What follows belongs to an exercise in optimizing a design on an open flow for small area, a short achievable clock period and few clock cycles; a production flow would make more cautious choices. RTL that was checked went through simulation tests only; none was proved equivalent to the original. Power figures rest on the tool's default switching activity, not on a simulated workload.

## gift_shop_part1
module gift_shop_part1(
    input clk,
    input rst,
    input [31:0] data_in,
    input valid_in,
    output ready,
    output reg finished,
    output [63:0] result
);
Size in the first run: ~2500 cells after synthesis, ~100 I/O pins.
clock: 10.0 ns
lec_check: 0
cap_margin: 20
core_margin: 2
core_utilization: 40
place_density: 0.6
setup_slack_margin: 5
slew_margin: 20
run.sh (not shown) runs the stock make flow with config.mk's settings and CLKGATE_MAP_FILE= SYNTH_SCRIPT=/design/flow/synth_recipe.tcl, a recipe that flattens the netlist after the stock synthesis.
Testbench counts at the start, summed over its fixed seeds: cycles 6,976.
Next try:
--- a/flow/design.v
+++ b/flow/design.v
@@ -124,54 +124,60 @@
     wire [53:0] ad_c = s2p3 ? {3'd0, scc, 17'd0} : {20'd0, scc};
     wire [53:0] base = (s2p1 || fresh) ? 54'd0 : acc;
     wire [53:0] a3s = base ^ ad_s ^ ad_c;
     wire [53:0] a3c = (base & ad_s) | (base & ad_c) | (ad_s & ad_c);
     wire [53:0] sum2;
     padd54 aadd(.a(a3s), .b({a3c[52:0], 1'b0}), .ci(1'b0), .y(sum2));
     wire load1 = s2;
     wire load2 = s2p1;
-    wire want3 = s1p2 || defer3;
+    wire want3 = s2p2 || defer3;
     wire load3 = want3 && !load1;
     always @(posedge clk) begin
         if (rst) begin
             wc <= 2'd0;
+            eph <= 1'b0;
             sph <= 1'b0;
+            sele <= 5'd0;
+            sels <= 5'd0;
+            e2 <= 1'b0;
             s2 <= 1'b0;
+            nsel <= 4'd0;
+            altp <= 1'b0;
             s1p1 <= 1'b0; s1p2 <= 1'b0; s1p3 <= 1'b0;
             s2p1 <= 1'b0; s2p2 <= 1'b0; s2p3 <= 1'b0;
             defer3 <= 1'b0;
             fresh <= 1'b1;
+            rcnt <= 6'd0;
             finished <= 1'b0;
         end else begin
+            eph <= valid_in && wc == 2'd1;
             sph <= valid_in && wc == 2'd2;
+            e2 <= eph;
             s2 <= sph;
+            for (j = 1; j <= 5; j = j + 1) begin
+                sele[j] <= valid_in && wc == 2'd1 && !alte && kn == j;
+                sels[j] <= valid_in && wc == 2'd2 && !alts && kn == j;
+            end
+            for (j = 1; j <= 4; j = j + 1)
+                nsel[j] <= valid_in && (wc == 2'd1 ? alte : wc == 2'd2 ? alts : 1'b0) && knine == j;
+            altp <= valid_in && (wc == 2'd1 ? alte : wc == 2'd2 ? alts : 1'b0);
+            zp <= (ke == 3'd0) || (ndc > k2);
             if (valid_in) wc <= (wc == 2'd2) ? 2'd0 : wc + 2'd1;
             s1p1 <= load1;
             s1p2 <= load2;
             s1p3 <= load3;
             s2p1 <= s1p1;
             s2p2 <= s1p2;
             s2p3 <= s1p3;
             defer3 <= want3 && load1;
             if ((s2p2 || s2p3) && !finished) fresh <= 1'b0;
+            if (s2p3) rcnt <= rcnt + 6'd1;
             if (s2p3 && rcnt == 6'd33) finished <= 1'b1;
         end
-        eph <= valid_in && wc == 2'd1;
-        e2 <= eph;
-        for (j = 1; j <= 5; j = j + 1) begin
-            sele[j] <= valid_in && wc == 2'd1 && !alte && kn == j;
-            sels[j] <= valid_in && wc == 2'd2 && !alts && kn == j;
-        end
-        for (j = 1; j <= 4; j = j + 1)
-            nsel[j] <= valid_in && (wc == 2'd1 ? alte : wc == 2'd2 ? alts : 1'b0) && knine == j;
-        altp <= valid_in && (wc == 2'd1 ? alte : wc == 2'd2 ? alts : 1'b0);
-        zp <= (ke == 3'd0) || (ndc > k2);
-        if (fresh) rcnt <= 6'd0;
-        else if (s2p3) rcnt <= rcnt + 6'd1;
         if (valid_in && wc == 2'd0) ra <= data_in;
         if (valid_in && wc == 2'd1) begin
             rb <= data_in;
             ke <= ndc[3:1];
         end
         if (valid_in && wc == 2'd2) begin
             rb[7:0] <= data_in[7:0];
             ra[31:24] <= data_in[15:8];
What happened:
- The changed run produced a clean layout
- total power fell by 25%
- combinational power falls by 56%
- final cell count went up by 0.48%
- wire length increases by 0.87%
- final area stays flat
- clock skew stays flat
- synthesized area went up by 0.44%
- worst setup slack stays flat
- core utilization drops by 0.18 points
- die area grows by 0.43%
For the second run of this note, only the layout was checked, not whether the RTL still works.

---

Setup of job 3816:
gift_shop_part1, a different RTL version from the one above (not shown whole).
Size: ~0.026 mm² of cells after synthesis.
==> flow/design.v (excerpt) <==
module gift_shop_part1(
    input clk,
    input rst,
    input [31:0] data_in,
    input valid_in,
    output ready,
    output reg finished,
    output [63:0] result
);
==> flow/config.mk <==
export PLATFORM = sky130hd
export DESIGN_NAME = gift_shop_part1
export DESIGN_NICKNAME = gift_shop_part1
export VERILOG_FILES = /design/flow/design.v
export SDC_FILE = /design/flow/constraint.sdc
export NUM_CORES = 4
export LEC_CHECK = 0
export CAP_MARGIN = 20
export CORE_MARGIN = 2
export CORE_UTILIZATION = 40
export CTS_BUF_LIST = sky130_fd_sc_hd__clkbuf_8 sky130_fd_sc_hd__clkbuf_16
export CTS_CLUSTER_DIAMETER = 80
export CTS_CLUSTER_SIZE = 20
export PLACE_DENSITY = 0.6
export SETUP_SLACK_MARGIN = 5
export SLEW_MARGIN = 20
==> flow/constraint.sdc <==
create_clock -name core_clock -period 10.0 [get_ports {clk}]
set_input_delay 2.0000 -clock core_clock [delete_from_list [all_inputs] [get_ports {clk}]]
set_output_delay 2.0000 -clock core_clock [all_outputs]
set_load 0.01 [all_outputs]
standard.sh (not shown) runs the stock make flow with config.mk's settings and CLKGATE_MAP_FILE= SYNTH_SCRIPT=/design/flow/synth_recipe.tcl, a recipe that flattens the netlist after the stock synthesis.
==> flow/flow/run.sh <==
#!/bin/bash
set -euo pipefail
R=orfs/results/sky130hd/gift_shop_part1/base
KNOBS=(BUFFER_PORTS_ARGS="-buffer_cell sky130_fd_sc_hd__buf_1" SETUP_SLACK_MARGIN=5.7)
bash standard.sh "${KNOBS[@]}" synth > standard_synth.log 2>&1
cp $R/1_2_yosys.v $R/1_2_yosys.orig.v
python3 flow/polar.py $R/1_2_yosys.orig.v $R/1_2_yosys.v > polar.log 2>&1
rm -f $R/1_synth.odb
bash standard.sh "${KNOBS[@]}" finish > standard_make.log 2>&1
Other scripts of this flow, unchanged in this note and not shown: flow/flow/polar.py
Input-level comparison between job 2643 and job 3816:
diff --git a/flow/design.v b/flow/design.v
--- a/flow/design.v
+++ b/flow/design.v
@@ -49,15 +49,15 @@
             3'd1: hfac = 17'd11;
             3'd2: hfac = 17'd101;
             3'd3: hfac = 17'd1001;
             3'd4: hfac = 17'd10001;
             default: hfac = 17'd100001;
         endcase
     endfunction
-    wire [39:0] ecand = {data_in[7:0], ra};
+    wire [39:0] ecand = {data_in[7:0], rb};
     wire [39:0] scand = {data_in[15:0], rb[31:8]};
     reg  [9:0]  nz;
     reg  [3:0]  ndc;
     integer i;
     always @* begin
         for (i = 0; i < 10; i = i + 1)
             nz[i] = (wc == 2'd1) ? (ecand[4*i +: 4] != 4'd0) : (scand[4*i +: 4] != 4'd0);
@@ -69,23 +69,23 @@
     wire [3:0] sd [0:9];
     genvar g;
     generate
         for (g = 0; g < 8; g = g + 1) begin : g_e
             assign ed[g] = ra[4*g +: 4];
         end
         for (g = 0; g < 6; g = g + 1) begin : g_s
-            assign sd[g] = rb[8 + 4*g +: 4];
+            assign sd[g] = ra[8 + 4*g +: 4];
         end
     endgenerate
     assign ed[8] = rb[3:0];
     assign ed[9] = rb[7:4];
     assign sd[6] = rb[3:0];
     assign sd[7] = rb[7:4];
-    assign sd[8] = ra[27:24];
-    assign sd[9] = ra[31:28];
+    assign sd[8] = rb[11:8];
+    assign sd[9] = rb[15:12];
     integer j, k;
     reg [5:1] sele, sels;
     reg [4:1] nsel;
     always @* begin
         for (j = 1; j <= 5; j = j + 1) begin
             sele[j] = eph && !altp && ke == j;
             sels[j] = sph && !altp && ke == j;
@@ -133,57 +133,51 @@
     wire [53:0] ad_s = s2p3 ? {3'd0, scs, 17'd0} : {20'd0, scs};
     wire [53:0] ad_c = s2p3 ? {3'd0, scc, 17'd0} : {20'd0, scc};
     wire [53:0] base = (s2p1 || fresh) ? 54'd0 : acc;
     wire [53:0] a3s = base ^ ad_s ^ ad_c;
     wire [53:0] a3c = (base & ad_s) | (base & ad_c) | (ad_s & ad_c);
     wire [53:0] sum2;
     padd54 aadd(.a(a3s), .b({a3c[52:0], 1'b0}), .ci(1'b0), .y(sum2));
-    wire load1 = s2;
-    wire load2 = s2p1;
+    reg  r1;
+    wire load1 = s2 && !r1;
+    wire load2 = s2p1 && !r1;
     wire want3 = s1p2 || defer3;
-    wire load3 = want3 && !load1;
+    wire load3 = want3 && !load1 && !r1;
+    wire accw  = (s2p2 || s2p3) && !finished && !r1;
     always @(posedge clk) begin
         if (rst) begin
             wc <= 2'd0;
-            sph <= 1'b0;
-            s2 <= 1'b0;
-            s1p1 <= 1'b0; s1p2 <= 1'b0; s1p3 <= 1'b0;
-            s2p1 <= 1'b0; s2p2 <= 1'b0; s2p3 <= 1'b0;
-            defer3 <= 1'b0;
-            fresh <= 1'b1;
             finished <= 1'b0;
         end else begin
-            sph <= valid_in && wc == 2'd2;
-            s2 <= sph;
             if (valid_in) wc <= (wc == 2'd2) ? 2'd0 : wc + 2'd1;
-            s1p1 <= load1;
-            s1p2 <= load2;
-            s1p3 <= load3;
-            s2p1 <= s1p1;
-            s2p2 <= s1p2;
-            s2p3 <= s1p3;
-            defer3 <= want3 && load1;
-            if ((s2p2 || s2p3) && !finished) fresh <= 1'b0;
-            if (s2p3 && rcnt == 6'd33) finished <= 1'b1;
+            if (s2p3 && rcnt == 6'd33 && !r1) finished <= 1'b1;
         end
+        r1 <= rst;
+        sph <= valid_in && wc == 2'd2;
+        s2 <= sph && !r1;
+        s1p1 <= load1;
+        s1p2 <= load2;
+        s1p3 <= load3;
+        s2p1 <= s1p1 && !r1;
+        s2p2 <= s1p2 && !r1;
+        s2p3 <= s1p3 && !r1;
+        defer3 <= want3 && load1;
+        if (r1) fresh <= 1'b1;
+        else if (accw) fresh <= 1'b0;
         eph <= valid_in && wc == 2'd1;
         e2 <= eph;
         altp <= valid_in && (wc == 2'd1 ? alte : wc == 2'd2 ? alts : 1'b0);
         zp <= (ke == 3'd0) || (ndc > k2);
         if (fresh) rcnt <= 6'd0;
         else if (s2p3) rcnt <= rcnt + 6'd1;
-        if (valid_in && wc == 2'd0) ra <= data_in;
-        if (valid_in && wc == 2'd1) begin
+        if (valid_in) begin
+            ra <= rb;
             rb <= data_in;
-            ke <= ndc[3:1];
-        end
-        if (valid_in && wc == 2'd2) begin
-            rb[7:0] <= data_in[7:0];
-            ra[31:24] <= data_in[15:8];
         end
+        if (valid_in && wc == 2'd1) ke <= ndc[3:1];
         if (load1) begin
             xr <= v_s;
             yr <= u_s;
         end else if (load2) begin
             xr <= sum2[17:1];
             yr <= {1'b0, hfac(ka)};
         end else begin
@@ -197,15 +191,15 @@
         end
         ws <= ws_n;
         wcr <= wc_n;
         fr <= fx;
         z2 <= zp;
         if (e2) bq <= u_s[16:0];
         else if (eph) bq <= 17'h1ffff;
-        if ((s2p2 || s2p3) && !finished) acc <= sum2;
+        if (accw) acc <= sum2;
         scs <= ms[33:0];
         scc <= mc[33:0];
     end
 endmodule
 module tree_w(input [17:0] v0, input [6:0] v1, input [9:0] v2, input [13:0] v3, input [16:0] v4, output [17:0] ws, output [17:0] wc);
   wire tw_s0 = v4[0] ^ v3[0];
   wire tw_c0 = v4[0] & v3[0];
- Job 3816 reports its leading cell type in the layout, fill and taps excluded as fa_1 while job 2643 reports and2_1.
- Compared to job 3816, job 2643 has via count of the first global-routing pass 1.4% lower.
- Final cell area: job 2643 below job 3816
- Summary of job 2643 over job 3816: met3 wire length lost 23%; power +0.00030 W; floorplan die area -about 0.9%; worst setup timing slack at the placement stage saw an increase.
Testbench counts of job 2643, summed over its fixed seeds: cycles 6,976.
Only the layout flow was run in job 3816; the RTL was not checked for function there.

separate check: timing with driven ports:
How much do the figures lean on ideal ports? The routed layouts below were timed once more, with nothing changed but the port constraints.
Step 1: set_driving_cell puts a clkbuf_16 on clk and a buf_2 on each other input, an assumption about the parent block.
Step 2 adds t to the input delays and takes it off the output delays; t is the mean of the earliest and latest rising clock arrival at the registers after step 1. Input paths then give back, and output paths get back, about the clock's delay inside the block.
Three values: ideal ports, drivers, drivers and shift; two values: the first two.
run	t, ns	setup WS [ns]	hold slack, ns	worst data-port slew with drivers (ns)
the first run of note 1	0.618	5.082 / 5.061 / 4.867	0.343 / 0.343 / 0.343	0.04
the second run of note 1	0.627	5.083 / 5.060 / 5.017	0.373 / 0.373 / 0.373	0.04
job 3816	0.611	5.629 / 5.588 / 5.588	0.339 / 0.339 / 0.339	0.04
job 2643	0.615	5.741 / 5.708 / 5.643	0.335 / 0.335 / 0.335	0.04
After both steps every run listed still meets setup and hold. The setup slack of the first run of note 1, which loses most, moves by -0.021 ns with the drivers and by -0.215 ns with both steps.
